This design comes from an exercise in tuning for small area on the open sky130 flow, not from production work. Function was checked by simulation only, so behaviour that the tests miss may differ from the original. Power is estimated from default activity; no workload was simulated.

--- flow/design.v ---
`timescale 1ns / 1ps
module tx_fifo (
    input  logic       clk,
    input  logic       reset_n,
    input  logic       wr_en,
    input  logic [7:0] wr_data,
    output logic       full,
    input  logic       rd_en,       
    output logic       empty,
    output logic       head_at0,
    output logic [7:0] head
);
    logic [7:0] ring [0:15];
    logic [4:0] wr_ptr, rd_ptr;
    logic       push;
    assign empty = (wr_ptr == rd_ptr);
    assign full  = (wr_ptr[3:0] == rd_ptr[3:0]) && (wr_ptr[4] != rd_ptr[4]);
    assign push  = wr_en && !full;
    always_ff @(posedge clk or negedge reset_n) begin
        if (!reset_n) begin
            wr_ptr <= '0;
            rd_ptr <= '0;
        end else begin
            wr_ptr <= push  ? wr_ptr : wr_ptr - 5'd1;
            rd_ptr <= rd_en ? rd_ptr : rd_ptr - 5'd1;
        end
    end
    always_ff @(posedge clk) begin
        for (int p = 0; p < 16; p++)
            ring[p] <= (push && wr_ptr[3:0] == 4'(p + 1)) ? wr_data : ring[(p + 1) % 16];
    end
    assign head_at0 = (rd_ptr[3:0] == 4'd0);
    assign head     = ring[0];
endmodule
module rx_fifo (
    input  logic       clk,
    input  logic       reset_n,
    input  logic       wr_en,
    input  logic [7:0] wr_data,
    input  logic       rd_en,
    output logic [7:0] rd_data,
    output logic       empty
);
    logic [7:0] ring [0:15];
    logic [4:0] wr_ptr, rd_ptr;
    logic       pending;
    logic       push, pop, full;
    logic [3:0] last;
    assign empty = (wr_ptr == rd_ptr);
    assign full  = (wr_ptr[3:0] == rd_ptr[3:0]) && (wr_ptr[4] != rd_ptr[4]);
    assign push  = wr_en && !full;
    assign pop   = rd_en && !empty;
    assign last  = wr_ptr[3:0] - 4'd1;
    always_ff @(posedge clk or negedge reset_n) begin
        if (!reset_n) begin
            wr_ptr  <= '0;
            rd_ptr  <= '0;
            pending <= 1'b0;
        end else begin
            wr_ptr  <= push ? wr_ptr : wr_ptr - 5'd1;
            rd_ptr  <= pop  ? rd_ptr : rd_ptr - 5'd1;
            if (push)
                pending <= 1'b1;
            else if (last == 4'd0)
                pending <= 1'b0;
        end
    end
    always_ff @(posedge clk) begin
        for (int p = 0; p < 15; p++)
            ring[p] <= ring[p + 1];
        ring[15] <= (pending && last == 4'd0) ? wr_data : ring[0];
    end
    logic [7:0] ring_out;
    always_comb begin
        ring_out = '0;
        for (int p = 0; p < 16; p++)
            ring_out = ring_out | ({8{rd_ptr[3:0] == p[3:0]}} & ring[p]);
    end
    assign rd_data = (pending && rd_ptr[3:0] == last) ? wr_data : ring_out;
endmodule
`timescale 1ns / 1ps
module baud_gen (
    input  logic        clk,         
    input  logic        reset_n,     
    input  logic [15:0] divisor,
    output logic        tick         
);
    logic [15:0] counter;
    logic [15:0] inc;
    logic [16:0] carry;      
    logic [16:0] ge;         
    assign carry[0] = 1'b1;
    assign ge[0]    = 1'b1;
    for (genvar i = 0; i < 16; i++) begin : g_chain
        assign inc[i]     = counter[i] ^ carry[i];
        assign carry[i+1] = counter[i] & carry[i];
        assign ge[i+1]    = (counter[i] & ~divisor[i]) |
                            ((counter[i] | ~divisor[i]) & ge[i]);
    end
    always_ff @(posedge clk or negedge reset_n) begin
        if (!reset_n) begin
            counter <= '0;
            tick    <= 1'b0;
        end else begin
            counter <= ge[16] ? 16'd0 : inc;
            tick    <= ge[16];
        end
    end
endmodule
`timescale 1ns / 1ps
module uart_tx (
    input  logic       clk,
    input  logic       reset_n,
    input  logic       tick,
    input  logic       tx_start,
    input  logic       load,
    input  logic [7:0] tx_data,
    output logic       tx_pin,
    output logic       tx_done
);
    localparam logic [1:0] IDLE = 2'd0, START = 2'd1, DATA = 2'd2, STOP = 2'd3;
    logic [1:0] state;
    logic [3:0] tick_cnt;
    logic [2:0] bit_cnt;
    logic [2:0] next_idx;
    logic       next_bit;
    logic       first;
    logic       tx_reg;
    logic       last_tick;
    assign last_tick = tick && (tick_cnt == 4'd15);
    assign tx_done   = (state == STOP) && last_tick;
    assign next_idx  = (state == DATA) ? bit_cnt + 3'd1 : 3'd0;
    always_ff @(posedge clk) begin
        if (load)
            next_bit <= tx_data[next_idx];
        first <= last_tick && (state == START || state == DATA);
    end
    always_ff @(posedge clk or negedge reset_n) begin
        if (!reset_n) begin
            state    <= IDLE;
            tick_cnt <= '0;
            bit_cnt  <= '0;
            tx_reg   <= 1'b1;
        end else begin
            case (state)
                IDLE:    tx_reg <= 1'b1;
                START:   tx_reg <= 1'b0;
                DATA:    if (first) tx_reg <= next_bit;
                default: tx_reg <= 1'b1;
            endcase
            if (state != IDLE && tick)
                tick_cnt <= tick_cnt + 4'd1;
            if (state == DATA && last_tick)
                bit_cnt <= bit_cnt + 3'd1;
            if ((state == IDLE && tx_start) ||
                (state != IDLE && last_tick && (state != DATA || bit_cnt == 3'd7)))
                state <= state + 2'd1;
        end
    end
    assign tx_pin = tx_reg;
endmodule
`timescale 1ns / 1ps
module uart_rx (
    input  logic       clk,
    input  logic       reset_n,
    input  logic       tick,
    input  logic       rx_pin,
    output logic       rx_done,
    output logic [7:0] rx_data,
    output logic       rx_err
);
    localparam logic [1:0] IDLE = 2'd0, START = 2'd1, DATA = 2'd2, STOP = 2'd3;
    logic [1:0] state;
    logic [3:0] tick_cnt;
    logic [2:0] bit_cnt;
    logic [7:0] shift_reg;
    logic       last_tick;
    logic rx_sync_0, rx_sync_1;
    always_ff @(posedge clk or negedge reset_n) begin
        if (!reset_n) begin
            rx_sync_0 <= 1'b1;
            rx_sync_1 <= 1'b1;
        end else begin
            rx_sync_0 <= rx_pin;
            rx_sync_1 <= rx_sync_0;
        end
    end
    assign last_tick = tick && (tick_cnt == 4'd15);
    logic [1:0] state_next;
    always_comb begin
        state_next = state;
        case (state)
            IDLE:    if (!rx_sync_1) state_next = START;
            START:   if (last_tick) state_next = rx_sync_1 ? IDLE : DATA;
            DATA:    if (last_tick && bit_cnt == 3'd7) state_next = STOP;
            default: if (last_tick) state_next = IDLE;
        endcase
    end
    always_ff @(posedge clk) begin
        if (state == IDLE) begin
            tick_cnt <= 4'd8;
            bit_cnt  <= 3'd0;
        end else begin
            if (tick)
                tick_cnt <= tick_cnt + 4'd1;
            if (state == DATA && last_tick)
                bit_cnt <= bit_cnt + 3'd1;
        end
        if (state == DATA && last_tick)
            shift_reg <= {rx_sync_1, shift_reg[7:1]};
    end
    always_ff @(posedge clk or negedge reset_n) begin
        if (!reset_n) begin
            state   <= IDLE;
            rx_done <= 1'b0;
            rx_err  <= 1'b0;
        end else begin
            rx_done <= (state == STOP) && last_tick;
            if ((state == STOP) && last_tick)
                rx_err <= !rx_sync_1;
            state <= state_next;
        end
    end
    assign rx_data = shift_reg;
endmodule
`timescale 1ns / 1ps
module uart_core (
    input  logic        clk,
    input  logic        reset_n,
    input  logic [15:0] divisor,
    input  logic        rx_pin,
    output logic        tx_pin,
    input  logic        tx_wr_en,
    input  logic [7:0]  tx_wr_data,
    output logic        tx_full,
    input  logic        rx_rd_en,
    output logic [7:0]  rx_rd_data,
    output logic        rx_empty,
    output logic        rx_err
);
    logic       tick;
    logic       tx_fifo_empty;
    logic       tx_head_at0;
    logic [7:0] tx_head;
    logic       tx_core_done;
    logic       rx_core_done;
    logic [7:0] rx_core_data;
    baud_gen u_baud_gen (
        .clk(clk), .reset_n(reset_n), .divisor(divisor), .tick(tick)
    );
    tx_fifo u_tx_fifo (
        .clk(clk), .reset_n(reset_n),
        .wr_en(tx_wr_en), .wr_data(tx_wr_data), .full(tx_full),
        .rd_en(tx_core_done), .empty(tx_fifo_empty),
        .head_at0(tx_head_at0), .head(tx_head)
    );
    uart_tx u_uart_tx (
        .clk(clk), .reset_n(reset_n), .tick(tick),
        .tx_start(!tx_fifo_empty), .load(tx_head_at0), .tx_data(tx_head),
        .tx_pin(tx_pin), .tx_done(tx_core_done)
    );
    uart_rx u_uart_rx (
        .clk(clk), .reset_n(reset_n), .tick(tick), .rx_pin(rx_pin),
        .rx_done(rx_core_done), .rx_data(rx_core_data), .rx_err(rx_err)
    );
    rx_fifo u_rx_fifo (
        .clk(clk), .reset_n(reset_n),
        .wr_en(rx_core_done), .wr_data(rx_core_data),
        .rd_en(rx_rd_en), .rd_data(rx_rd_data), .empty(rx_empty)
    );
endmodule
--- flow/flow/run.sh ---
#!/bin/bash
# Own layout flow: the standard ORFS flow (standard.sh) with these changes,
# all made through ORFS's own variables and hooks:
#  - synthesis is synth_recipe.tcl with an area-oriented abc mapping script
#    (flow/own_synth.tcl, flow/abc_area_amap.script); the registers are the
#    standard synthesis's;
#  - port buffers are buf_1 cells (the standard flow picks clkdlybuf4s50_1);
#  - before the placement resizer, combinational cells go to their smallest
#    drive strength (flow/downsize.tcl); repair_design then upsizes only where
#    slew or capacitance need it;
#  - clock tree synthesis inserts no dummy loads and uses clkbuf_8 clusters.
# The make output goes to flow_make.log here; ORFS keeps per-step logs in orfs/logs/.
set -euo pipefail
F="$PWD/flow"
export OWN_ABC_SCRIPT="$F/abc_area_amap.script"
export BUFFER_PORTS_ARGS="-buffer_cell sky130_fd_sc_hd__buf_1"
export PRE_RESIZE_TCL="$F/downsize.tcl"
export CTS_ARGS="-sink_clustering_enable -repair_clock_nets -dont_use_dummy_load -buf_list sky130_fd_sc_hd__clkbuf_8 -sink_clustering_size 20 -sink_clustering_max_diameter 50"
grep -q 'SYNTH_SCRIPT=[^ ]*synth_recipe.tcl' standard.sh
sed "s|SYNTH_SCRIPT=[^ ]*synth_recipe.tcl|SYNTH_SCRIPT=$F/own_synth.tcl|" standard.sh > own_standard.sh
bash own_standard.sh > flow_make.log 2>&1
--- flow/flow/abc_area_amap.script ---
strash
dc2
dch -f
amap -m -F 3 -A 8 -C 1000
topo
--- flow/flow/downsize.tcl ---
# Downsize every combinational cell to its smallest drive strength; the
# repair_design that follows upsizes again only where slew or capacitance need it.
set db [ord::get_db]
set n 0
foreach inst [[ord::get_db_block] getInsts] {
  set name [[$inst getMaster] getName]
  if {![regexp {^sky130_fd_sc_hd__([a-z0-9]+)_([0-9]+)$} $name -> base drive]} { continue }
  if {[regexp {^(df|edf|sdf|sedf|dl|clk|tap|fill|decap|conb|diode|probe|lpflow)} $base]} { continue }
  foreach d {1 0} {
    if {$d >= $drive} { continue }
    set m [$db findMaster sky130_fd_sc_hd__${base}_$d]
    if {$m ne "NULL"} {
      replace_cell [$inst getName] sky130_fd_sc_hd__${base}_$d
      incr n
      break
    }
  }
}
puts "downsize: $n cells replaced"
--- flow/flow/own_synth.tcl ---
# The standard synthesis script (synth_recipe.tcl), unchanged except that
# the technology-mapping abc call runs flow/abc_area_amap.script, an
# area-oriented mapping (dc2, dch, amap with more area-recovery passes), in place of ORFS's abc script. Registers are
# mapped before abc, by the same dfflibmap, so they are the standard ones.
proc synth {args} { yosys synth -nofsm -noshare {*}$args }
proc abc {args} {
  set i [lsearch -exact $args -script]
  if { $i >= 0 } {
    set args [lreplace $args [expr { $i + 1 }] [expr { $i + 1 }] $::env(OWN_ABC_SCRIPT)]
  }
  yosys abc {*}$args
}
source $::env(SCRIPTS_DIR)/synth.tcl
# left out here: clear keep_hierarchy, flatten, clean up, hide names made inside functions, write 1_2_yosys.v
--- flow/standard.sh ---
#!/bin/bash
# synth_recipe.tcl (not shown) runs the flow's synth.tcl, then flattens the netlist and writes it again
# the make line also repeats each setting of config.mk as NAME=value (left out here)
make -C /OpenROAD-flow-scripts/flow DESIGN_CONFIG=/design/flow/config.mk WORK_HOME=/design/flow/orfs CLKGATE_MAP_FILE= SYNTH_SCRIPT=/design/flow/synth_recipe.tcl "${@:-finish}"
--- flow/config.mk ---
export PLATFORM = sky130hd
export DESIGN_NAME = uart_core
export DESIGN_NICKNAME = uart_core
export VERILOG_FILES = /design/flow/design.v
export SDC_FILE = /design/flow/constraint.sdc
export NUM_CORES = 4
export LEC_CHECK = 0
export ABC_AREA = 1
export CAP_MARGIN = 20
export CORE_MARGIN = 2
export CORE_UTILIZATION = 75
export CTS_BUF_LIST = sky130_fd_sc_hd__clkbuf_8
export CTS_CLUSTER_DIAMETER = 50
export CTS_CLUSTER_SIZE = 18
export SLEW_MARGIN = 20
--- flow/constraint.sdc ---
create_clock -name core_clock -period 10.0 [get_ports {clk}]
set_input_delay 2.0000 -clock core_clock [delete_from_list [all_inputs] [get_ports {clk}]]
set_output_delay 2.0000 -clock core_clock [all_outputs]
set_load 0.01 [all_outputs]
==> results of run 1 <==
metrics by stage:
step / cell area, um^2 / std cells / setup slack (ns)
floorplan: 10700 / 1016 / 5.33
global placement: 11000 / 1238 / 4.90
detailed placement: 11100 / 1239 / 4.77
CTS: 11400 / 1263 / 4.19
global route: 11400 / 1263 / 3.90
finish: 11400 / 1263 / 4.15
cells by family (layout without fill, tap and decap cells):
| kind of cell | after synthesis | in the layout | synth area share |
|---|---|---|---|
| buffers and inverters | 85 | 152 | 0.0299 |
| AOI/OAI and AO/OA | 283 | 283 | 0.167 |
| adders and majority gates | 37 | 37 | 0.0434 |
| and+or+nand+nor | 283 | 283 | 0.110 |
| xor gates and xnor gates | 1 | 1 | 0.000822 |
| DFF | 327 | 327 | 0.648 |
final timing paths:
path / from / end / slack (ns) / cells past startpoint
min: u_rx_fifo.ring[13][4] / u_rx_fifo.ring[12][4] / 0.34 / 0
max: u_rx_fifo.wr_ptr[0] / rx_rd_data[7] / 4.15 / 10
min in group asynchronous: reset_n / u_uart_tx.bit_cnt[2] / 1.50 / 2
max in group asynchronous: reset_n / u_uart_rx.rx_sync_0 / 7.84 / 3
max reg2reg: u_baud_gen.counter[0] / u_baud_gen.counter[14] / 6.55 / 15
min reg2reg: u_rx_fifo.ring[13][4] / u_rx_fifo.ring[12][4] / 0.34 / 0
cell type report:
class / instances / area share
Clock buffer: 24 / 0.0290
Inverter: 85 / 0.0280
Multi-Input combinational cell: 604 / 0.301
Tap cell: 180 / 0.0198
Timing Repair Buffer: 43 / 0.0158
Sequential cell: 327 / 0.606
routing by layer:
metal | vias up | wire, um | track usage
met3 | 62 | 1200 | 0.0461
li1 | 3691 | - | -
met5 | - | 0 | 0
met2 | 238 | 10500 | 0.490
met4 | 0 | 736 | 0.108
met1 | 3596 | 9260 | 0.383
Yosys cell counts:
library cell                number  area share
sky130_fd_sc_hd__a22o_1          7      0.0058
sky130_fd_sc_hd__a22oi_1        19       0.013
sky130_fd_sc_hd__nand4_1        11      0.0065
sky130_fd_sc_hd__a221o_1         2      0.0019
sky130_fd_sc_hd__o22a_1          4      0.0033
sky130_fd_sc_hd__a222oi_1       28       0.026
sky130_fd_sc_hd__nand3b_1        1     0.00070
sky130_fd_sc_hd__a21oi_1       133       0.062
sky130_fd_sc_hd__a41oi_1         1     0.00082
sky130_fd_sc_hd__nand3_1         6      0.0028
sky130_fd_sc_hd__o32a_1          3      0.0028
sky130_fd_sc_hd__a221oi_1        4      0.0033
sky130_fd_sc_hd__a31oi_1         1     0.00059
sky130_fd_sc_hd__clkinv_1       85       0.030
sky130_fd_sc_hd__edfxtp_1        9       0.025
sky130_fd_sc_hd__nand2_1        51       0.018
sky130_fd_sc_hd__xor2_1          1     0.00082
sky130_fd_sc_hd__nor2_1        181       0.064
sky130_fd_sc_hd__a211oi_1        4      0.0028
sky130_fd_sc_hd__or4_1           1     0.00070
sky130_fd_sc_hd__or4b_1          1     0.00094
sky130_fd_sc_hd__o221a_1         1      0.0011
sky130_fd_sc_hd__a21boi_0        1     0.00070
sky130_fd_sc_hd__dfstp_2         3      0.0074
sky130_fd_sc_hd__o21ai_0        37       0.017
sky130_fd_sc_hd__dfxtp_1       264        0.50
sky130_fd_sc_hd__dfrtp_1        51        0.12
sky130_fd_sc_hd__o31ai_1         1     0.00070
sky130_fd_sc_hd__nor2b_1        17       0.010
sky130_fd_sc_hd__o211a_1         1     0.00094
sky130_fd_sc_hd__o221ai_1        4      0.0033
sky130_fd_sc_hd__a2111oi_0       2      0.0016
sky130_fd_sc_hd__ha_1           37       0.043
sky130_fd_sc_hd__o22ai_1        28       0.016
sky130_fd_sc_hd__nor4_1          4      0.0023
sky130_fd_sc_hd__nor3_1         10      0.0047
sky130_fd_sc_hd__o21bai_1        2      0.0014
power groups by stage:
stage / combinational, mW / sequential [mW] / clock (mW)
after floorplan: 0.532 / 1.80 / 0
final: 0.716 / 1.82 / 0.588
after global placement: 0.674 / 1.83 / 0
after CTS: 0.714 / 1.82 / 0.596
after detailed placement: 0.705 / 1.84 / 0
after global routing: 0.819 / 1.85 / 0.640
critical path: stages, from the launching register on:
cell and delay [ns]:
sky130_fd_sc_hd__dfrtp_1 0.43, sky130_fd_sc_hd__clkinv_1 0.09, sky130_fd_sc_hd__ha_1 0.17, sky130_fd_sc_hd__clkinv_1 0.09, sky130_fd_sc_hd__o22ai_1 0.24, sky130_fd_sc_hd__clkinv_1 0.17
sky130_fd_sc_hd__o221ai_1 0.77, sky130_fd_sc_hd__clkinv_1 0.57, sky130_fd_sc_hd__a2111oi_0 0.51, sky130_fd_sc_hd__a21oi_1 0.11, sky130_fd_sc_hd__buf_1 0.15
==> reports/results.ini, run 1 <==
[floorplanning]
initial_cell_density_of_the_core = 0.768
die-width_um = 123
die-area_um2 = 15200
core.rowCount = 43
top_level_ports = 41
die_height_um = 123
core_area_um2 = 13900

[placed_design]
hpwl_um = 14400
buffer_ports.inserted = 40
gp_routability_congestion = 0.826

[clock_tree]
cts_inserted_buffers = 24
cts.reportedPaths.clkPinSlew_ns = 0.10
clkLatencyLatePin_ns = 0.56
cts_resized = 0
cts-root-to-sink-buffers = 3
cts-htree-levels = 1
postCtsSetupBuffers = 0
clock-sinks = 327
clk_root_buffer_cell = sky130_fd_sc_hd__clkbuf_8
cts_hold_fix_bufs = 0
tritoncts = done

[cells_and_area]
insertedDiodeCount = 0
post_route_core_utilization = 0.821
finish.net_count = 1151
multiInputGateArea_um2 = 3430
layout_common_cells = sky130_fd_sc_hd__dfxtp_1 (264), sky130_fd_sc_hd__nor2_1 (181), sky130_fd_sc_hd__a21oi_1 (133)
signed_area_change_from_the_synthesized_netlist_to_the_final_layout_pct = 6.94
drive_gt1_frac = 0.0286
fillers = 858
top_regs = u_rx_fifo.ring (128), u_tx_fifo.ring (128), u_baud_gen.counter (16)
area.sequential_um2 = 6910
mostFrequentLayoutCell = sky130_fd_sc_hd__dfxtp_1

[global_routing]
track_usage = 0.291
grt_pass1_wl_um = 34900
gr-total-overflow = 0
antenna_found_initial = 0
maximum_number_of_pins_on_one_net_before_global_route_repair = 33
number_of_global_route_vias_before_repair = 7256

[worst_setup_path]
required_ns = 8.00
critical_path.max_fanout = 9
worst-endpoint-arrival_ns = 3.85
criticalPathCategory = reg -> out
launching_element_type_of_the_critical_path = flop
critical_path.endpoint_type = output pin

[power_and_ir_drop]
powerDensity_nw_per_um2 = 274
leakage_nw = 4.60
fin_total_pwr_mw = 3.12
clock_power_share = 0.188
seq_power_share = 0.582
ir_worst_vdd_v = 0.000200
netSwitchingPower_mw = 0.978
internal_power_mw = 2.14
power.share.switching = 0.313
p_comb_frac = 0.229

[drt]
detail_route.drc_violations = 0
routed_wire_length_um = 21700
via_count = 7587
drt-pass1-iter-count = 7
first_iter_violations = 649
drt_wl_cell_um = 17.2
drt.antenna.violating_nets = 0
avgViaCountPerCell = 6.01

[sta]
setup_viol = 0
fin_crit_ns = 5.85
share_of_the_clock_period_used_by_the_worst_path_after_layout = 0.585
slew_headroom = 0.322
fmax_ghz = 0.171
setup_repair_after_global_routing_missed_its_margin = no
clock-skew-final_ns = 0.0471
hold_viol = 0
finalMaxSlewViolations = 0
hold_slack_ns = 0.341
tns_ns = 0
timing_worst_slew_pin_value_ns = 1.01

[synth]
ys_types = 37
syn-instance-count = 1016
synth_area_um2 = 10700
synth.yosys.seq_area_share = 0.648
ys_warn_count = 7
postSynthNetCount = 1082
synth.ff_latch_count = 327
synthesis.area_per_instance_um2 = 10.5

[hold_path]
hold_path.class = reg -> reg

[outcome]
outcome = finished clean

[run]
drv_cap = 0

==> run 2, diff against run 1 <==
--- a/flow/flow/run.sh
+++ b/flow/flow/run.sh
@@ -3,6 +3,7 @@
 # all made through ORFS's own variables and hooks:
 #  - synthesis is synth_recipe.tcl with an area-oriented abc mapping script
-#    (flow/own_synth.tcl, flow/abc_area_amap.script); the registers are the
-#    standard synthesis's;
+#    (flow/own_synth.tcl, flow/abc_area_amap.script) and without ORFS's
+#    half/full-adder extraction (ADDER_MAP_FILE empty), which leaves all
+#    arithmetic to abc; the registers are the standard synthesis's;
 #  - port buffers are buf_1 cells (the standard flow picks clkdlybuf4s50_1);
 #  - before the placement resizer, combinational cells go to their smallest
@@ -14,7 +15,8 @@
 F="$PWD/flow"
 export OWN_ABC_SCRIPT="$F/abc_area_amap.script"
+export ADDER_MAP_FILE=
 export BUFFER_PORTS_ARGS="-buffer_cell sky130_fd_sc_hd__buf_1"
 export PRE_RESIZE_TCL="$F/downsize.tcl"
-export CTS_ARGS="-sink_clustering_enable -repair_clock_nets -dont_use_dummy_load -buf_list sky130_fd_sc_hd__clkbuf_8 -sink_clustering_size 20 -sink_clustering_max_diameter 50"
+export CTS_ARGS="-sink_clustering_enable -repair_clock_nets -dont_use_dummy_load -buf_list sky130_fd_sc_hd__clkbuf_8 -sink_clustering_size 18 -sink_clustering_max_diameter 50"
 grep -q 'SYNTH_SCRIPT=[^ ]*synth_recipe.tcl' standard.sh
 sed "s|SYNTH_SCRIPT=[^ ]*synth_recipe.tcl|SYNTH_SCRIPT=$F/own_synth.tcl|" standard.sh > own_standard.sh
--- a/flow/config.mk
+++ b/flow/config.mk
@@ -9,5 +9,5 @@
 export CAP_MARGIN = 20
 export CORE_MARGIN = 2
-export CORE_UTILIZATION = 75
+export CORE_UTILIZATION = 85
 export CTS_BUF_LIST = sky130_fd_sc_hd__clkbuf_8
 export CTS_CLUSTER_DIAMETER = 50
==> reports/results.ini, run 2 <==
[run]
drv_cap = 0  ; unchanged

[synth]
syn-instance-count = 1017  ; +0.098%
yosys.area.top_type = sky130_fd_sc_hd__dfxtp_1
synth.yosys.seq_area_share = 0.669  ; +0.0204
synth_edf_count = 9  ; unchanged
ys_types = 36  ; -2.7%
synthesis.area_per_instance_um2 = 10.2  ; -3.1%
synthMostInstantiatedCell = sky130_fd_sc_hd__dfxtp_1
synth.top_cells.by_area = sky130_fd_sc_hd__dfxtp_1 (51%), sky130_fd_sc_hd__dfrtp_1 (12%), sky130_fd_sc_hd__nor2_1 (7.5%), sky130_fd_sc_hd__a21oi_1 (6.6%), sky130_fd_sc_hd__clkinv_1 (3.6%)
synth.ff_latch_count = 327  ; unchanged
post-synth-top-area-fraction = 0.512  ; +0.0156
synth_area_um2 = 10300  ; -3.1%
post_synth_most_frequent_cells = sky130_fd_sc_hd__dfxtp_1 (264), sky130_fd_sc_hd__nor2_1 (206), sky130_fd_sc_hd__a21oi_1 (137)
postSynthNetCount = 1046  ; -3.3%
yosys_most_used_dff = sky130_fd_sc_hd__dfxtp_1
synth_async_sr_flop_share = 0.165  ; unchanged
ys_warn_count = 7  ; unchanged

[sta]
fin_crit_ns = 5.36  ; -0.487 ns
share_of_the_clock_period_used_by_the_worst_path_after_layout = 0.536  ; -0.0487
tns_ns = 0  ; unchanged
fmax_ghz = 0.187  ; +9.1%
hold_viol = 0  ; unchanged
finalMaxSlewViolations = 0  ; unchanged
setup_viol = 0  ; unchanged
timing_worst_slew_pin_value_ns = 1.08  ; +0.0694 ns
setup_repair_after_global_routing_missed_its_margin = no
slew_headroom = 0.275  ; -0.0464
clock-skew-final_ns = 0.0520  ; +0.00482 ns
timing.final.ws_setup_ns = 4.64  ; +0.487 ns

[cells_and_area]
insertedDiodeCount = 0  ; unchanged
mostFrequentLayoutCell = sky130_fd_sc_hd__dfxtp_1
signed_area_change_from_the_synthesized_netlist_to_the_final_layout_pct = 6.55
finish.net_count = 1114  ; -3.2%
drive_gt1_frac = 0.0277  ; -0.000923
layout_common_cells = sky130_fd_sc_hd__dfxtp_1 (264), sky130_fd_sc_hd__nor2_1 (205), sky130_fd_sc_hd__a21oi_1 (137)
top_regs = u_rx_fifo.ring (128), u_tx_fifo.ring (128), u_baud_gen.counter (16)

[drt]
detail_route.drc_violations = 0  ; unchanged
via_count = 8090  ; +6.6%
first_iter_violations = 1002  ; +54%
routed_wire_length_um = 25400  ; +17%
avgViaCountPerCell = 6.58  ; +9.5%
drt-pass1-iter-count = 6  ; -1
drt.antenna.violating_nets = 0  ; unchanged
drt_wl_cell_um = 20.7  ; +20%

[power_and_ir_drop]
powerDensity_nw_per_um2 = 273  ; -0.22%
ir_worst_vdd_v = 0.000242  ; +21%
leakage_nw = 4.26  ; -7.6%

[outcome]
outcome = finished clean

[floorplanning]
die-width_um = 114  ; -7.3%
core_area_um2 = 12000  ; -14%
initial_cell_density_of_the_core = 0.864  ; +0.0960
core.rowCount = 40  ; -7.0%
die-area_um2 = 13100  ; -14%
die_height_um = 114  ; -7.3%
top_level_ports = 41  ; unchanged

[global_routing]
gr-total-overflow = 0  ; unchanged
number_of_global_route_vias_before_repair = 7877  ; +8.6%
grt_pass1_wl_um = 40400  ; +16%
antenna_found_initial = 0  ; unchanged
track_usage = 0.398  ; +0.106
maximum_number_of_pins_on_one_net_before_global_route_repair = 34  ; +3.0%

[worst_setup_path]
critical-path-max-stage-delay_ns = 0.48  ; -0.29 ns
critical_path.max_fanout = 11  ; +2
launching_element_type_of_the_critical_path = flop
worst_path_max_delay_cell = sky130_fd_sc_hd__clkinv_1
criticalPathCategory = reg -> out
reg2reg_slack_ns = 5.50  ; -1.05 ns
required_ns = 8.00  ; about the same
cell_breakdown_of_the_critical_path = clkinv_1 -> o21ai_0 -> xor2_1 -> a2111oi_0 -> o311ai_0 -> buf_1 -> clkinv_1 -> nor3_1 -> a21oi_1 -> buf_1
worst-endpoint-arrival_ns = 3.36  ; -0.49 ns
critical_path.endpoint_type = output pin

[clock_tree]
cts_inserted_buffers = 22  ; -8.3%
tritoncts = done
cts.reportedPaths.clkPinSlew_ns = 0.10  ; about the same
clkLatencyLatePin_ns = 0.55  ; about the same
cts_hold_fix_bufs = 0  ; unchanged
cts-htree-levels = 1  ; unchanged
clock-sinks = 327  ; unchanged
clk_root_buffer_cell = sky130_fd_sc_hd__clkbuf_8
postCtsSetupBuffers = 0  ; unchanged
cts_resized = 0  ; unchanged
cts-root-to-sink-buffers = 3  ; unchanged

[hold_path]
hold_path.class = reg -> reg

[placed_design]
place_worst_setup_slack_ns = 4.46  ; -0.311 ns
hpwl_um = 15800  ; +10%
buffer_ports.inserted = 40  ; unchanged
gp_routability_congestion = 0.879  ; +6.4%

-- run 2: power breakdown --
part / switching (mW) / internal [mW] / total, mW
Combinational: 0.442 / 0.234 / 0.676
Sequential: 0.126 / 1.64 / 1.76
Clock: 0.374 / 0.199 / 0.573
Total: 0.942 / 2.07 / 3.01
-- run 2: path summary, 6_finish.rpt --
check	startpoint	endpoint	cells past startpoint
max in group asynchronous	reset_n	u_uart_tx.tx_reg	3
hold / removal	u_rx_fifo.ring[10][7]	u_rx_fifo.ring[9][7]	0
hold reg to reg	u_rx_fifo.ring[10][7]	u_rx_fifo.ring[9][7]	0
min in group asynchronous	reset_n	u_uart_tx.tick_cnt[0]	2
setup reg to reg	u_baud_gen.counter[0]	u_baud_gen.counter[15]	30
setup / recovery	u_rx_fifo.rd_ptr[3]	rx_rd_data[4]	10
-- run 2: cells by family after synthesis --
family	after synthesis	synth area share
xor+xnor	1	0.000848
simple gates	284	0.109
compound gates	305	0.185
flops	327	0.669
buf+inv	100	0.0363
-- run 2: layer usage --
metal | routed length, um | track usage | up-vias
li1 | - | - | 3661
met1 | 9470 | 0.485 | 3801
met2 | 12700 | 0.692 | 485
met3 | 1920 | 0.0736 | 143
met4 | 1330 | 0.182 | 0
met5 | 0 | 0 | -
-- run 2: worst max-delay path, delay by kind of cell (launching register included) --
family | cells | cell delay, ns
flip-flops | 1 | 0.40
buffers and inverters | 4 | 1.21
AND/OR/NAND/NOR | 1 | 0.38
XOR/XNOR | 1 | 0.19
AO/OA/AOI/OAI | 4 | 0.63
-- run 2: final cells by class --
type | count | area (um^2)
fillers | 441 | 953
repair buffers | 44 | 184
clock buffers | 22 | 303
multi-input cells | 590 | 3050
inverters | 100 | 375
well taps | 147 | 184
flip-flops and latches | 327 | 6910
-- run 2: stage by stage --
stage / util / power, mW / area, um^2 / hold slack, ns / cells
after CTS: 0.920 / 2.98 / 11000 / 0.318 / 1230
final: 0.920 / 3.01 / 11000 / 0.306 / 1230
after global routing: 0.920 / 3.14 / 11000 / 0.315 / 1230
after detailed placement: 0.895 / 2.42 / 10700 / 0.336 / 1208
after global placement: 0.894 / 2.36 / 10700 / 0.331 / 1207
after floorplan: - / 2.21 / 10300 / 0.330 / 1017
==> run 3, diff against run 2 <==
--- a/flow/config.mk
+++ b/flow/config.mk
@@ -9,5 +9,5 @@
 export CAP_MARGIN = 20
 export CORE_MARGIN = 2
-export CORE_UTILIZATION = 85
+export CORE_UTILIZATION = 75
 export CTS_BUF_LIST = sky130_fd_sc_hd__clkbuf_8
 export CTS_CLUSTER_DIAMETER = 50
==> reports/results.ini, run 3 <==
[outcome]
outcome = finished clean

[worst_setup_path]
launching_element_type_of_the_critical_path = flop
critical_path.endpoint_type = output pin
cpLargestDelayFamily = buffers and inverters
critical-path-max-stage-delay_ns = 0.42  ; -0.06 ns
criticalPathCategory = reg -> out
cell_breakdown_of_the_critical_path = clkinv_1 -> o21ai_0 -> xor2_1 -> a2111oi_0 -> o311ai_0 -> buf_1 -> clkinv_1 -> o32a_1 -> buf_1
timing.critical_path.buf_inv = 4  ; unchanged
critical_path.max_fanout = 11  ; unchanged
worst_path_max_delay_cell = sky130_fd_sc_hd__o32a_1
worst-endpoint-arrival_ns = 2.98  ; -0.38 ns
required_ns = 8.00  ; about the same

[synth]
syn-instance-count = 1017  ; unchanged
synthesis.area_per_instance_um2 = 10.2  ; unchanged
postSynthNetCount = 1046  ; unchanged
post_synth_most_frequent_cells = sky130_fd_sc_hd__dfxtp_1 (264), sky130_fd_sc_hd__nor2_1 (206), sky130_fd_sc_hd__a21oi_1 (137)
synthMostInstantiatedCell = sky130_fd_sc_hd__dfxtp_1
synth_area_um2 = 10300  ; unchanged
yosys_most_used_dff = sky130_fd_sc_hd__dfxtp_1
yosys.area.top_type = sky130_fd_sc_hd__dfxtp_1
synth_async_sr_flop_share = 0.165  ; unchanged
post-synth-top-area-fraction = 0.512  ; unchanged
ys_warn_count = 7  ; unchanged
synth.top_cells.by_area = sky130_fd_sc_hd__dfxtp_1 (51%), sky130_fd_sc_hd__dfrtp_1 (12%), sky130_fd_sc_hd__nor2_1 (7.5%), sky130_fd_sc_hd__a21oi_1 (6.6%), sky130_fd_sc_hd__clkinv_1 (3.6%)
synth_edf_count = 9  ; unchanged
synth.yosys.seq_area_share = 0.669  ; unchanged
synth.ff_latch_count = 327  ; unchanged
ys_types = 36  ; unchanged

[placed_design]
buffer_ports.inserted = 40  ; unchanged
place_inst = 1237  ; +2.4%
gp_routability_congestion = 0.865  ; -1.6%
hpwl_um = 14100  ; -11%

[drt]
routed_wire_length_um = 21300  ; -16%
via_count = 7475  ; -7.6%
avgViaCountPerCell = 5.94  ; -9.7%
drt.antenna.violating_nets = 0  ; unchanged
drt_wl_cell_um = 16.9  ; -18%
drt-pass1-iter-count = 8  ; +2
first_iter_violations = 768  ; -23%
detail_route.drc_violations = 0  ; unchanged

[clock_tree]
clk_root_buffer_cell = sky130_fd_sc_hd__clkbuf_8
clock-sinks = 327  ; unchanged
cts.reportedPaths.clkPinSlew_ns = 0.10  ; about the same
clkLatencyLatePin_ns = 0.54  ; about the same
tritoncts = done
cts-htree-levels = 1  ; unchanged
postCtsSetupBuffers = 0  ; unchanged
cts_inserted_buffers = 22  ; unchanged
cts_resized = 0  ; unchanged
cts-root-to-sink-buffers = 3  ; unchanged
cts_hold_fix_bufs = 0  ; unchanged

[sta]
tns_ns = 0  ; unchanged
setup_repair_after_global_routing_missed_its_margin = no
hold_slack_ns = 0.318  ; +0.0121 ns
setup_viol = 0  ; unchanged
timing_worst_slew_pin_value_ns = 1.03  ; -0.0518 ns
fmax_ghz = 0.201  ; +7.6%
hold_viol = 0  ; unchanged
clock-skew-final_ns = 0.0417  ; -0.0103 ns
share_of_the_clock_period_used_by_the_worst_path_after_layout = 0.498  ; -0.0379
finalMaxSlewViolations = 0  ; unchanged
slew_headroom = 0.310  ; +0.0346
fin_crit_ns = 4.98  ; -0.379 ns

[floorplanning]
die_height_um = 121  ; +6.2%
initial_cell_density_of_the_core = 0.774  ; -0.0897
die-area_um2 = 14700  ; +13%
core.rowCount = 42  ; +5.0%
top_level_ports = 41  ; unchanged
die-width_um = 121  ; +6.2%
core_area_um2 = 13300  ; +12%

[power_and_ir_drop]
clock_power_share = 0.192  ; +0.002
netSwitchingPower_mw = 0.892  ; -5.4%
internal_power_mw = 2.07  ; about the same
p_comb_frac = 0.216  ; -0.009
ir_worst_vdd_v = 0.000159  ; -34%
power.share.switching = 0.301  ; -0.0117
leakage_nw = 4.26  ; about the same
powerDensity_nw_per_um2 = 268  ; -2.0%
fin_total_pwr_mw = 2.96  ; -1.7%
seq_power_share = 0.592  ; +0.007

[cells_and_area]
finish.net_count = 1114  ; unchanged
layout_common_cells = sky130_fd_sc_hd__dfxtp_1 (264), sky130_fd_sc_hd__nor2_1 (206), sky130_fd_sc_hd__a21oi_1 (137)
mostFrequentLayoutCell = sky130_fd_sc_hd__dfxtp_1
finalNonFillerCells = 1259  ; +2.4%
insertedDiodeCount = 0  ; unchanged
drive_gt1_frac = 0.0268  ; -0.000923
top_regs = u_rx_fifo.ring (128), u_tx_fifo.ring (128), u_baud_gen.counter (16)
signed_area_change_from_the_synthesized_netlist_to_the_final_layout_pct = 6.88
post_route_core_utilization = 0.827  ; -0.0931

[global_routing]
antenna_found_initial = 0  ; unchanged
number_of_global_route_vias_before_repair = 7103  ; -9.8%
gr-total-overflow = 0  ; unchanged
grt_pass1_wl_um = 34500  ; -15%
maximum_number_of_pins_on_one_net_before_global_route_repair = 35  ; +2.9%
track_usage = 0.296  ; -0.101

[hold_path]
hold_path.class = reg -> reg

[run]
drv_cap = 0  ; unchanged

-- run 3: metrics by stage --
stage	cell area (um^2)	setup WS (ns)
after floorplan	10300	4.65
after global placement	10700	4.40
after detailed placement	10700	4.58
after CTS	11000	5.05
after global routing	11000	4.55
final	11000	5.02
-- run 3: kinds of logic after synthesis --
| kind of cell | Yosys count | share of synthesized area |
|---|---|---|
| simple gates | 284 | 0.109 |
| flops | 327 | 0.669 |
| xor+xnor | 1 | 0.000848 |
| compound gates | 305 | 0.185 |
| buf+inv | 100 | 0.0363 |
-- run 3: power groups by stage --
| stage | Clock [mW] | Combinational [mW] | Sequential [mW] |
|---|---|---|---|
| 2_1_floorplan | 0 | 0.471 | 1.74 |
| 3_3_place_gp | 0 | 0.594 | 1.77 |
| 3_5_place_dp | 0 | 0.626 | 1.78 |
| 4_1_cts | 0.571 | 0.632 | 1.75 |
| 5_1_grt | 0.618 | 0.726 | 1.78 |
| 6_report | 0.567 | 0.639 | 1.75 |
-- run 3: final timing paths --
path / start / end / slack, ns / cells after the start
max reg2reg: u_baud_gen.counter[1] / u_baud_gen.counter[15] / 5.61 / 30
max in group asynchronous: reset_n / u_uart_rx.rx_sync_1 / 7.83 / 3
min in group asynchronous: reset_n / u_rx_fifo.pending / 1.50 / 2
min reg2reg: u_rx_fifo.ring[6][4] / u_rx_fifo.ring[5][4] / 0.32 / 0
max: u_rx_fifo.rd_ptr[3] / rx_rd_data[2] / 5.02 / 9
min: u_rx_fifo.ring[6][4] / u_rx_fifo.ring[5][4] / 0.32 / 0
-- run 3: area by class of cell --
type / count / area [um^2]
clock buffers: 22 / 303
fillers: 809 / 2310
inverters: 100 / 375
multi-input cells: 590 / 3050
flip-flops and latches: 327 / 6910
well taps: 176 / 220
repair buffers: 44 / 184
-- run 3: worst reg2reg max path: cells and delay by family, from the launching register on --
family / cells / cell delay [ns]
compound gates: 1 / 0.23
flops: 1 / 0.36
simple gates: 15 / 2.25
buf+inv: 14 / 1.51
-- run 3: per-layer routing --
layer / GRT usage / vias to the layer above / share of wire
li1: - / 3666 / -
met1: 0.441 / 3517 / 0.46
met2: 0.462 / 255 / 0.46
met3: 0.0470 / 37 / 0.070
met4: 0.0726 / 0 / 0.018
met5: 0 / - / 0
==> run 4, diff against run 3 <==
--- a/flow/design.v
+++ b/flow/design.v
@@ -28,5 +28,6 @@
     always_ff @(posedge clk) begin
         for (int p = 0; p < 16; p++)
-            ring[p] <= (push && wr_ptr[3:0] == 4'(p + 1)) ? wr_data : ring[(p + 1) % 16];
+            ring[p] <= (push && wr_ptr[3:0] == 4'(p + 1)) ? (wr_data ^ {8{p[0]}})
+                                                          : ~ring[(p + 1) % 16];
     end
     assign head_at0 = (rd_ptr[3:0] == 4'd0);
==> reports/results.ini, run 4 <==
[outcome]
outcome = finished clean

[cells_and_area]
post_route_core_utilization = 0.821  ; -0.00638
layout_common_cells = sky130_fd_sc_hd__dfxtp_1 (264), sky130_fd_sc_hd__o22ai_1 (143), sky130_fd_sc_hd__clkinv_1 (103)
top_regs = u_rx_fifo.ring (128), u_tx_fifo.ring (128), u_baud_gen.counter (16)
insertedDiodeCount = 0  ; unchanged
fillers = 758  ; -6.3%
signed_area_change_from_the_synthesized_netlist_to_the_final_layout_pct = 7.47
multiInputGateArea_um2 = 2740  ; -10%
mostFrequentLayoutCell = sky130_fd_sc_hd__dfxtp_1
area.sequential_um2 = 6910  ; unchanged
drive_gt1_frac = 0.0318  ; +0.00505
finish.net_count = 1005  ; -9.8%

[power_and_ir_drop]
leakage_nw = 4.02  ; -5.6%
fin_total_pwr_mw = 2.92  ; -1.5%
powerDensity_nw_per_um2 = 270  ; +0.88%
ir_worst_vdd_v = 0.000224  ; +41%

[global_routing]
track_usage = 0.317  ; +0.0205
antenna_found_initial = 0  ; unchanged
number_of_global_route_vias_before_repair = 7196  ; +1.3%
maximum_number_of_pins_on_one_net_before_global_route_repair = 31  ; -11%
gr-total-overflow = 0  ; unchanged
grt_pass1_wl_um = 36000  ; +4.4%

[synth]
postSynthNetCount = 934  ; -11%
post_synth_most_frequent_cells = sky130_fd_sc_hd__dfxtp_1 (264), sky130_fd_sc_hd__o22ai_1 (143), sky130_fd_sc_hd__clkinv_1 (103)
synth.ff_latch_count = 327  ; unchanged
syn-instance-count = 905  ; -11%
ys_types = 33  ; -8.3%
synth_area_um2 = 10000  ; -2.9%
synthMostInstantiatedCell = sky130_fd_sc_hd__dfxtp_1
yosys.area.top_type = sky130_fd_sc_hd__dfxtp_1
synthesis.area_per_instance_um2 = 11.1  ; +9.2%
synth.top_cells.by_area = sky130_fd_sc_hd__dfxtp_1 (53%), sky130_fd_sc_hd__dfrtp_1 (13%), sky130_fd_sc_hd__o22ai_1 (8.9%), sky130_fd_sc_hd__clkinv_1 (3.9%), sky130_fd_sc_hd__nor2_1 (3.5%)
ys_warn_count = 7  ; unchanged
synth_edf_count = 9  ; unchanged
yosys_most_used_dff = sky130_fd_sc_hd__dfxtp_1
synth_async_sr_flop_share = 0.165  ; unchanged
synth.yosys.seq_area_share = 0.689  ; +0.0198
post-synth-top-area-fraction = 0.527  ; +0.0151

[sta]
fmax_ghz = 0.183  ; -8.7%
setup_repair_after_global_routing_missed_its_margin = no
fin_crit_ns = 5.46  ; +0.477 ns
slew_headroom = 0.335  ; +0.0248
tns_ns = 0  ; unchanged
timing.final.ws_setup_ns = 4.54  ; -0.477 ns
timing_worst_slew_pin_value_ns = 0.994  ; -0.0371 ns
hold_slack_ns = 0.330  ; +0.0122 ns
finalMaxSlewViolations = 0  ; unchanged
hold_viol = 0  ; unchanged
setup_viol = 0  ; unchanged
share_of_the_clock_period_used_by_the_worst_path_after_layout = 0.546  ; +0.0477
clock-skew-final_ns = 0.0566  ; +0.0149 ns

[hold_path]
hold_path.class = reg -> reg

[floorplanning]
die-width_um = 120  ; -1.4%
die-area_um2 = 14300  ; -2.8%
initial_cell_density_of_the_core = 0.764  ; -0.0102
die_height_um = 120  ; -1.4%
top_level_ports = 41  ; unchanged
core.rowCount = 42  ; unchanged
core_area_um2 = 13100  ; -1.6%

[drt]
drt-pass1-iter-count = 6  ; -2
route.met3.wl_um = 1650  ; +10%
drt_wl_cell_um = 19.7  ; +17%
first_iter_violations = 852  ; +11%
drt.antenna.violating_nets = 0  ; unchanged
detail_route.wirelength.met1_um = 9220  ; -5.0%
routed-wl-met2_um = 11100  ; +14%
route.top_layer_used = met4
routed_wire_length_um = 22600  ; +6.5%
via_count = 7409  ; -0.88%
detail_route.drc_violations = 0  ; unchanged
avgViaCountPerCell = 6.44  ; +8.5%

[clock_tree]
clock-sinks = 327  ; unchanged
clkLatencyLatePin_ns = 0.54  ; about the same
cts_inserted_buffers = 24  ; +9.1%
cts.reportedPaths.clkPinSlew_ns = 0.10  ; about the same
clk_root_buffer_cell = sky130_fd_sc_hd__clkbuf_8
cts_hold_fix_bufs = 0  ; unchanged
cts_resized = 0  ; unchanged
cts-root-to-sink-buffers = 3  ; unchanged
tritoncts = done
postCtsSetupBuffers = 0  ; unchanged
cts-htree-levels = 1  ; unchanged

[placed_design]
place_worst_setup_slack_ns = 5.06  ; +0.481 ns
hpwl_um = 14800  ; +5.1%
gp_routability_congestion = 0.942  ; +8.9%
buffer_ports.inserted = 40  ; unchanged

[worst_setup_path]
launching_element_type_of_the_critical_path = flop
crit_path_start = u_rx_fifo.rd_ptr[3]
worst_path_max_delay_cell = sky130_fd_sc_hd__buf_1
cell_breakdown_of_the_critical_path = clkinv_1 -> o21ai_0 -> a21oi_1 -> and3_1 -> o2111ai_1 -> buf_1 -> clkinv_1 -> a2111oi_0 -> a21oi_1 -> buf_1
worst-endpoint-arrival_ns = 3.46  ; +0.48 ns
worstRegToRegCells = 30  ; unchanged
reg2reg_slack_ns = 5.89  ; +0.28 ns
critical-path-max-stage-delay_ns = 0.52  ; +0.10 ns
critical_path.max_fanout = 11  ; unchanged
r2r_start = u_baud_gen.counter[1]
criticalPathCategory = reg -> out
r2r_end = u_baud_gen.counter[15]
required_ns = 8.00  ; about the same
worst_setup_path_endpoint = rx_rd_data[1]
critical_path.endpoint_type = output pin

[run]
drv_cap = 0  ; unchanged

## run 4: area by class of cell
| class | instances | share of cell area |
|---|---|---|
| sequential | 327 | 0.641 |
| tap | 176 | 0.0204 |
| multi-input combinational | 475 | 0.254 |
| clock buffer | 24 | 0.0306 |
| inverter | 103 | 0.0359 |
| timing repair buffer | 45 | 0.0184 |
## run 4: per-layer routing
metal  track usage  vias to the layer above
met5             0                        -
met4         0.118                        0
li1              -                     3458
met1         0.412                     3523
met2         0.539                      353
met3        0.0523                       75
## run 4: logic make-up (layout without fill, tap and decap cells)
kind of cell    after synthesis  after routing  share of synthesized area
simple gates                176            176                     0.0717
flops                       327            327                      0.689
compound gates              299            299                      0.201
buf+inv                     103            172                     0.0385
## run 4: how the worst min path moves through the flow
stage                     slack [ns]                   from                    end  depth (start not counted)
after floorplan                 0.33  u_rx_fifo.ring[12][1]  u_rx_fifo.ring[11][1]                          0
after global placement          0.33  u_rx_fifo.ring[11][7]  u_rx_fifo.ring[10][7]                          0
after detailed placement        0.34   u_rx_fifo.ring[2][5]   u_rx_fifo.ring[1][5]                          0
after CTS                       0.33   u_rx_fifo.ring[2][5]   u_rx_fifo.ring[1][5]                          0
after global routing            0.35   u_rx_fifo.ring[2][5]   u_rx_fifo.ring[1][5]                          0
final                           0.33   u_rx_fifo.ring[2][5]   u_rx_fifo.ring[1][5]                          0
## run 4: through the flow
step,instances,area [um^2]
detailed placement,1126,10500
global placement,1124,10400
finish,1150,10800
floorplan,905,10000
CTS,1150,10800
global route,1150,10800
## run 4: power breakdown
part	total [mW]	leakage (nW)	switching (mW)	internal [mW]
registers	1.79	2.91	0.139	1.65
clock network	0.589	0.173	0.373	0.216
logic	0.541	0.932	0.332	0.209
## run 4: worst max-delay path, delay by kind of cell, from the launching register on
family	cells	cell delay (ns)
AO/OA/AOI/OAI	5	1.10
buffers and inverters	4	1.23
flip-flops	1	0.38
AND/OR/NAND/NOR	1	0.20
==> run 5, diff against run 4 <==
==> flow/flow/abc_area_amap.script (replaced) <==
strash
dc2
resub -K 8
dc2
dch -f
amap -m -F 3 -A 8 -C 1000
topo
--- a/flow/flow/own_synth.tcl
+++ b/flow/flow/own_synth.tcl
@@ -1,5 +1,5 @@
 # The standard synthesis script (synth_recipe.tcl), unchanged except that
 # the technology-mapping abc call runs flow/abc_area_amap.script, an
-# area-oriented mapping (dc2, dch, amap with more area-recovery passes), in place of ORFS's abc script. Registers are
+# area-oriented mapping (dc2, resub, dch, then amap with more area-recovery passes), in place of ORFS's abc script. Registers are
 # mapped before abc, by the same dfflibmap, so they are the standard ones.
 proc synth {args} { yosys synth -nofsm -noshare {*}$args }
==> reports/results.ini, run 5 <==
[drt]
drt_wl_cell_um = 19.9  ; +1.2%
routed_wire_length_um = 22500  ; -0.47%
via_count = 7221  ; -2.5%
detail_route.drc_violations = 0  ; unchanged
drt.antenna.violating_nets = 0  ; unchanged
first_iter_violations = 801  ; -6.0%
avgViaCountPerCell = 6.38  ; -0.90%
drt-pass1-iter-count = 6  ; unchanged

[power_and_ir_drop]
netSwitchingPower_mw = 0.832  ; -1.6%
internal_power_mw = 2.06  ; -0.65%
seq_power_share = 0.615  ; +0.003
leakage_nw = 3.98  ; -0.84%
powerDensity_nw_per_um2 = 269  ; -0.45%
p_comb_frac = 0.186  ; about the same
ir_worst_vdd_v = 0.000231  ; +2.9%
clock_power_share = 0.199  ; -0.003
power.share.switching = 0.288  ; -0.00194
fin_total_pwr_mw = 2.89  ; -0.92%

[floorplanning]
die-area_um2 = 14300  ; -0.28%
die_height_um = 120  ; -0.14%
core_area_um2 = 13100  ; unchanged
core.rowCount = 42  ; unchanged
initial_cell_density_of_the_core = 0.762  ; -0.00219
top_level_ports = 41  ; unchanged
die-width_um = 120  ; -0.14%

[global_routing]
number_of_global_route_vias_before_repair = 7099  ; -1.3%
gr-total-overflow = 0  ; unchanged
antenna_found_initial = 0  ; unchanged
maximum_number_of_pins_on_one_net_before_global_route_repair = 35  ; +13%
grt_pass1_wl_um = 36000  ; about the same
track_usage = 0.321  ; +0.00376

[worst_setup_path]
launching_element_type_of_the_critical_path = flop
r2r_start = u_baud_gen.counter[0]
criticalPathCategory = reg -> out
worstRegToRegCells = 30  ; unchanged
critical_path.max_fanout = 11  ; unchanged
required_ns = 8.00  ; about the same
r2r_end = u_baud_gen.counter[15]
critical_path.endpoint_type = output pin
reg2reg_slack_ns = 5.92  ; +0.03 ns
worst-endpoint-arrival_ns = 3.33  ; -0.13 ns

[sta]
timing_worst_slew_pin_value_ns = 1.01  ; +0.0121 ns
hold_viol = 0  ; unchanged
slew_headroom = 0.326  ; -0.00813
setup_repair_after_global_routing_missed_its_margin = no
setup_viol = 0  ; unchanged
share_of_the_clock_period_used_by_the_worst_path_after_layout = 0.533  ; -0.0122
tns_ns = 0  ; unchanged
hold_slack_ns = 0.343  ; +0.0129 ns
clock-skew-final_ns = 0.0257  ; -0.0309 ns
fmax_ghz = 0.187  ; +2.3%
finalMaxSlewViolations = 0  ; unchanged
fin_crit_ns = 5.33  ; -0.122 ns

[synth]
synth_simple_gate_area_share = 0.0685  ; -0.00317
post_synth_most_frequent_cells = sky130_fd_sc_hd__dfxtp_1 (264), sky130_fd_sc_hd__o22ai_1 (140), sky130_fd_sc_hd__clkinv_1 (95)
yosys.area.top_type = sky130_fd_sc_hd__dfxtp_1
synth.ff_latch_count = 327  ; unchanged
synth.area.mux_share = 0  ; unchanged
synth_area_um2 = 10000  ; -0.29%
syn-instance-count = 887  ; -2.0%
synth_compound_area_frac = 0.205  ; +0.00408
ys_warn_count = 7  ; unchanged
synth.yosys.seq_area_share = 0.691  ; +0.00198
synth_async_sr_flop_share = 0.165  ; unchanged
synthesis.area_per_instance_um2 = 11.3  ; +1.7%
synthMostInstantiatedCell = sky130_fd_sc_hd__dfxtp_1
yosys_most_used_dff = sky130_fd_sc_hd__dfxtp_1
post-synth-top-area-fraction = 0.528  ; +0.00151
synth-xor-area-share = 0  ; unchanged
ys_types = 38  ; +15%
synth_top_family_by_area = compound AO/OA/AOI/OAI gates
synth.top_cells.by_area = sky130_fd_sc_hd__dfxtp_1 (53%), sky130_fd_sc_hd__dfrtp_1 (13%), sky130_fd_sc_hd__o22ai_1 (8.8%), sky130_fd_sc_hd__clkinv_1 (3.6%), sky130_fd_sc_hd__nor2_1 (3.5%)
post_synthesis_share_of_cell_area_spent_on_full_adders_half_adders_and_majority_gates = 0  ; unchanged
synth_edf_count = 9  ; unchanged
postSynthNetCount = 916  ; -1.9%

[clock_tree]
cts_resized = 0  ; unchanged
clk_root_buffer_cell = sky130_fd_sc_hd__clkbuf_8
cts-root-to-sink-buffers = 3  ; unchanged
cts_inserted_buffers = 23  ; -4.2%
cts.reportedPaths.clkPinSlew_ns = 0.10  ; about the same
postCtsSetupBuffers = 0  ; unchanged
clkLatencyLatePin_ns = 0.54  ; about the same
tritoncts = done
cts_hold_fix_bufs = 0  ; unchanged
clock-sinks = 327  ; unchanged
cts-htree-levels = 1  ; unchanged

[cells_and_area]
design_area_um2 = 10700  ; -0.46%
top_regs = u_rx_fifo.ring (128), u_tx_fifo.ring (128), u_baud_gen.counter (16)
fillers = 781  ; +3.0%
multiInputGateArea_um2 = 2740  ; about the same
layout_common_cells = sky130_fd_sc_hd__dfxtp_1 (264), sky130_fd_sc_hd__o22ai_1 (140), sky130_fd_sc_hd__clkinv_1 (95)
finish.net_count = 986  ; -1.9%
area.sequential_um2 = 6910  ; unchanged
mostFrequentLayoutCell = sky130_fd_sc_hd__dfxtp_1
insertedDiodeCount = 0  ; unchanged
drive_gt1_frac = 0.0314  ; -0.000414
signed_area_change_from_the_synthesized_netlist_to_the_final_layout_pct = 7.28

[placed_design]
gp_routability_congestion = 0.915  ; -2.9%
hpwl_um = 14800  ; -0.47%
placed_area_um2 = 10400  ; -0.35%
buffer_ports.inserted = 40  ; unchanged

[hold_path]
timing.hold.worst_path_depth = 0  ; unchanged
worst_case_hold_path_end_point = u_rx_fifo.ring[1][6]
worstHoldStart = u_rx_fifo.ring[2][6]
hold_path.class = reg -> reg

[run]
drv_cap = 0  ; unchanged

[outcome]
outcome = finished clean

## run 5: routing by layer
layer | global-route usage | vias up | routed length, um | share of wire
met5 | 0 | - | 0 | 0
met3 | 0.0594 | 75 | 1580 | 0.070
li1 | - | 3404 | - | -
met1 | 0.415 | 3433 | 9190 | 0.41
met4 | 0.127 | 0 | 763 | 0.034
met2 | 0.539 | 309 | 11000 | 0.49
## run 5: area by class of cell
class / count / share of cell area
Sequential cell: 327 / 0.644
Multi-Input combinational cell: 465 / 0.255
Inverter: 95 / 0.0332
Clock buffer: 23 / 0.0295
Tap cell: 176 / 0.0205
Timing Repair Buffer: 45 / 0.0178
## run 5: cell families (layout without fill, tap and decap cells)
logic type	count (synthesis)	in the layout
compound gates	298	298
buf+inv	95	163
flops	327	327
simple gates	167	167
## run 5: power groups by stage
| stage | clock (mW) | combinational, mW | sequential [mW] |
|---|---|---|---|
| after floorplan | 0 | 0.384 | 1.75 |
| after global placement | 0 | 0.496 | 1.79 |
| after detailed placement | 0 | 0.526 | 1.79 |
| after CTS | 0.578 | 0.530 | 1.77 |
| after global routing | 0.627 | 0.592 | 1.80 |
| final | 0.574 | 0.538 | 1.78 |
## run 5: per-stage QoR
step                setup slack [ns]   util  cells
CTS                             4.76  0.817   1131
detailed placement              5.26  0.793   1108
finish                          4.67  0.817   1131
global route                    4.54  0.817   1131
global placement                5.16  0.792   1106
floorplan                       5.49      -    887
## run 5: critical path, cell delays in order, from the launching register on
cell and delay (ns):
sky130_fd_sc_hd__dfrtp_1 0.44, sky130_fd_sc_hd__clkinv_1 0.20, sky130_fd_sc_hd__o21ai_0 0.25, sky130_fd_sc_hd__o21a_1 0.15, sky130_fd_sc_hd__nor3_1 0.04, sky130_fd_sc_hd__o21ai_0 0.11
sky130_fd_sc_hd__buf_1 0.54, sky130_fd_sc_hd__clkinv_1 0.43, sky130_fd_sc_hd__a2111oi_0 0.36, sky130_fd_sc_hd__a21oi_1 0.13, sky130_fd_sc_hd__buf_1 0.14
## run 5: how the worst max path moves through the flow
| stage | depth (start not counted) | slack (ns) | to | startpoint |
|---|---|---|---|---|
| floorplan | 20 | 5.49 | u_baud_gen.counter[10] | divisor[2] |
| global placement | 21 | 5.16 | u_baud_gen.counter[7] | divisor[2] |
| detailed placement | 22 | 5.26 | u_baud_gen.counter[8] | divisor[2] |
| CTS | 10 | 4.76 | rx_rd_data[5] | u_rx_fifo.rd_ptr[2] |
| global route | 10 | 4.54 | rx_rd_data[5] | u_rx_fifo.rd_ptr[2] |
| finish | 10 | 4.67 | rx_rd_data[5] | u_rx_fifo.rd_ptr[2] |
==> run 6, diff against run 5 <==
--- a/flow/design.v
+++ b/flow/design.v
@@ -88,4 +88,6 @@
 );
     logic [15:0] counter;
+    logic [15:0] counter_n;      
+    assign counter = ~counter_n;
     logic [15:0] inc;
     logic [16:0] carry;      
@@ -101,8 +103,8 @@
     always_ff @(posedge clk or negedge reset_n) begin
         if (!reset_n) begin
-            counter <= '0;
-            tick    <= 1'b0;
-        end else begin
-            counter <= ge[16] ? 16'd0 : inc;
+            counter_n <= '1;
+            tick      <= 1'b0;
+        end else begin
+            counter_n <= ge[16] ? 16'hffff : ~inc;
             tick    <= ge[16];
         end
==> reports/results.ini, run 6 <==
[run]
drv_cap = 0  ; unchanged

[synth]
synthesis.area_per_instance_um2 = 11.3  ; about the same
synth.yosys.seq_area_share = 0.695  ; +0.00417
yosys.area.top_type = sky130_fd_sc_hd__dfxtp_1
synth_area_um2 = 9970  ; -0.31%
postSynthNetCount = 913  ; -0.33%
yosys_most_used_dff = sky130_fd_sc_hd__dfxtp_1
syn-instance-count = 884  ; -0.34%
post_synth_most_frequent_cells = sky130_fd_sc_hd__dfxtp_1 (264), sky130_fd_sc_hd__o22ai_1 (141), sky130_fd_sc_hd__nor2_1 (94)
synth_async_sr_flop_share = 0.165  ; unchanged
synth.top_cells.by_area = sky130_fd_sc_hd__dfxtp_1 (53%), sky130_fd_sc_hd__o22ai_1 (8.8%), sky130_fd_sc_hd__dfrtp_1 (8.8%), sky130_fd_sc_hd__dfstp_2 (5.0%), sky130_fd_sc_hd__nor2_1 (3.5%)
synth_edf_count = 9  ; unchanged
post-synth-top-area-fraction = 0.530  ; +0.00166
synth.ff_latch_count = 327  ; unchanged
ys_types = 38  ; unchanged
synthMostInstantiatedCell = sky130_fd_sc_hd__dfxtp_1
ys_warn_count = 7  ; unchanged

[cells_and_area]
signed_area_change_from_the_synthesized_netlist_to_the_final_layout_pct = 7.36  ; about the same
layout_common_cells = sky130_fd_sc_hd__dfxtp_1 (264), sky130_fd_sc_hd__o22ai_1 (141), sky130_fd_sc_hd__nor2_1 (94)
insertedDiodeCount = 0  ; unchanged
mostFrequentLayoutCell = sky130_fd_sc_hd__dfxtp_1
design_area_um2 = 10700  ; -0.23%
drive_gt1_frac = 0.0483  ; +0.0169
finish.net_count = 983  ; -0.30%
top_regs = u_rx_fifo.ring (128), u_tx_fifo.ring (128), u_baud_gen.counter_n (16)

[sta]
setup_repair_after_global_routing_missed_its_margin = no
slew_headroom = 0.357  ; +0.0306
tns_ns = 0  ; unchanged
finalMaxSlewViolations = 0  ; unchanged
timing_worst_slew_pin_value_ns = 0.961  ; -0.0458 ns
hold_viol = 0  ; unchanged
fin_crit_ns = 5.59  ; +0.256 ns
share_of_the_clock_period_used_by_the_worst_path_after_layout = 0.559  ; +0.0256
fmax_ghz = 0.179  ; -4.6%
setup_viol = 0  ; unchanged
clock-skew-final_ns = 0.0464  ; +0.0207 ns

[hold_path]
worst_case_hold_path_end_point = u_rx_fifo.ring[10][7]
hold_path.class = reg -> reg
timing.hold.worst_path_depth = 0  ; unchanged
worstHoldStart = u_rx_fifo.ring[11][7]

[drt]
drt.antenna.violating_nets = 0  ; unchanged
first_iter_violations = 778  ; -2.9%
drt-pass1-iter-count = 6  ; unchanged
via_count = 7364  ; +2.0%
routed_wire_length_um = 22900  ; +1.6%
avgViaCountPerCell = 6.53  ; +2.3%
drt_wl_cell_um = 20.3  ; +1.9%
detail_route.drc_violations = 0  ; unchanged

[floorplanning]
core.rowCount = 42  ; unchanged
initial_cell_density_of_the_core = 0.759  ; -0.00238
die-width_um = 119  ; -0.15%
die_height_um = 119  ; -0.15%
top_level_ports = 41  ; unchanged
core_area_um2 = 13100  ; unchanged
die-area_um2 = 14200  ; -0.30%

[clock_tree]
cts.reportedPaths.clkPinSlew_ns = 0.10  ; about the same
cts-htree-levels = 1  ; unchanged
cts_inserted_buffers = 24  ; +4.3%
cts_resized = 0  ; unchanged
clkLatencyLatePin_ns = 0.55  ; about the same
cts_hold_fix_bufs = 0  ; unchanged
clk_root_buffer_cell = sky130_fd_sc_hd__clkbuf_8
clock-sinks = 327  ; unchanged
postCtsSetupBuffers = 0  ; unchanged
tritoncts = done
cts-root-to-sink-buffers = 3  ; unchanged

[placed_design]
gp_routability_congestion = 0.923  ; +0.92%
buffer_ports.inserted = 40  ; unchanged
hpwl_um = 14900  ; +1.0%
placed_area_um2 = 10400  ; -0.37%

[power_and_ir_drop]
powerDensity_nw_per_um2 = 270  ; +0.21%
ir_worst_vdd_v = 0.000215  ; -6.7%
leakage_nw = 3.97  ; -0.24%

[global_routing]
grt_pass1_wl_um = 37100  ; +3.0%
number_of_global_route_vias_before_repair = 7336  ; +3.3%
antenna_found_initial = 0  ; unchanged
gr-total-overflow = 0  ; unchanged
track_usage = 0.328  ; +0.00754
maximum_number_of_pins_on_one_net_before_global_route_repair = 36  ; +2.9%

[outcome]
outcome = finished clean

[worst_setup_path]
critical_path.endpoint_type = output pin
r2r_end = u_baud_gen.counter_n[15]
critical_path.max_fanout = 12  ; +1
reg2reg_slack_ns = 6.20  ; +0.28 ns
worstRegToRegCells = 25  ; -17%
worst-endpoint-arrival_ns = 3.59  ; +0.26 ns
r2r_start = u_baud_gen.counter_n[1]
criticalPathCategory = reg -> out
launching_element_type_of_the_critical_path = flop
required_ns = 8.00  ; about the same

## run 6: logic make-up (layout without fill, tap and decap cells)
kind of cell / count (synthesis) / in the layout / synth area share
and+or+nand+nor: 185 / 185 / 0.0749
buffers and inverters: 77 / 145 / 0.0290
DFF: 327 / 327 / 0.695
AOI/OAI and AO/OA: 295 / 295 / 0.201
## run 6: per-layer routing
layer	share of wire	global-route usage	vias to the layer above
met5	0	0	-
li1	-	-	3410
met2	0.50	0.567	339
met4	0.031	0.116	0
met3	0.075	0.0474	70
met1	0.40	0.426	3545
## run 6: worst max-delay path, stage by stage (launching register included)
cell and delay (ns):
sky130_fd_sc_hd__dfrtp_1 0.41, sky130_fd_sc_hd__clkinv_1 0.19, sky130_fd_sc_hd__o21ai_0 0.32, sky130_fd_sc_hd__o21a_1 0.18, sky130_fd_sc_hd__nor3_1 0.04, sky130_fd_sc_hd__o21ai_0 0.07
sky130_fd_sc_hd__buf_1 0.59, sky130_fd_sc_hd__clkinv_1 0.44, sky130_fd_sc_hd__a2111oi_0 0.50, sky130_fd_sc_hd__a21oi_1 0.14, sky130_fd_sc_hd__buf_1 0.15
## run 6: worst max-delay path by stage
stage                               endpoint  cells after the start                start  slack (ns)
floorplan           u_baud_gen.counter_n[11]                     21           divisor[2]        5.54
global placement    u_baud_gen.counter_n[11]                     22           divisor[2]        5.20
detailed placement  u_baud_gen.counter_n[11]                     22           divisor[2]        5.06
CTS                            rx_rd_data[5]                     10  u_rx_fifo.rd_ptr[2]        4.59
global route                   rx_rd_data[5]                     10  u_rx_fifo.rd_ptr[2]        4.33
finish                         rx_rd_data[5]                     10  u_rx_fifo.rd_ptr[2]        4.41
## run 6: layout make-up
cell class / count / area (um^2)
inverters: 77 / 289
clock buffers: 24 / 330
flip-flops and latches: 327 / 6930
repair buffers: 44 / 184
well taps: 176 / 220
multi-input cells: 480 / 2760
fillers: 777 / 2430
## run 6: where the power goes
group          internal [mW]  switching [mW]
Sequential              1.65           0.142
Combinational          0.201           0.315
Clock                  0.215           0.366
Total                   2.07           0.823
## run 6: stage by stage
step	utilization	setup WS (ns)	hold slack [ns]	total power, mW	std cells
after global placement	0.789	5.20	0.334	2.27	1103
after global routing	0.815	4.33	0.342	3.03	1128
after detailed placement	0.790	5.06	0.338	2.31	1104
after floorplan	-	5.54	0.327	2.13	884
after CTS	0.815	4.59	0.340	2.88	1128
final	0.815	4.41	0.336	2.89	1128

[afterwards: timing with drivers on the ports]
How much do the figures lean on ideal ports? The routed layouts below were timed once more, with nothing changed but the port constraints.
Step 1 (the two cells are an assumption about what drives the block):
set clk [get_ports {clk}]
set_driving_cell -lib_cell sky130_fd_sc_hd__clkbuf_16 $clk
set_driving_cell -lib_cell sky130_fd_sc_hd__buf_2 [delete_from_list [all_inputs] $clk]
Step 2 also shifts input and output timing later by t, the mid clock arrival at the registers, as if the neighbouring blocks saw the same clock.
Three values: ideal ports, drivers, drivers and shift; two values: the first two.
run	shift t [ns]	setup slack, ns	worst register clock-pin slew, ns
run 1	0.576	4.155 / 4.115 / 4.691	0.12 / 0.12
run 2	0.560	4.641 / 4.601 / 4.127	0.11 / 0.11
run 3	0.556	5.020 / 4.980 / 4.590	0.11 / 0.11
run 4	0.557	4.544 / 4.506 / 5.063	0.11 / 0.11
run 5	0.568	4.665 / 4.630 / 5.197	0.11 / 0.11
run 6	0.563	4.409 / 4.369 / 4.932	0.11 / 0.11
After both steps every run listed still meets setup and hold. The setup slack of run 2, which loses most, moves by -0.040 ns with the drivers and by -0.514 ns with both steps.
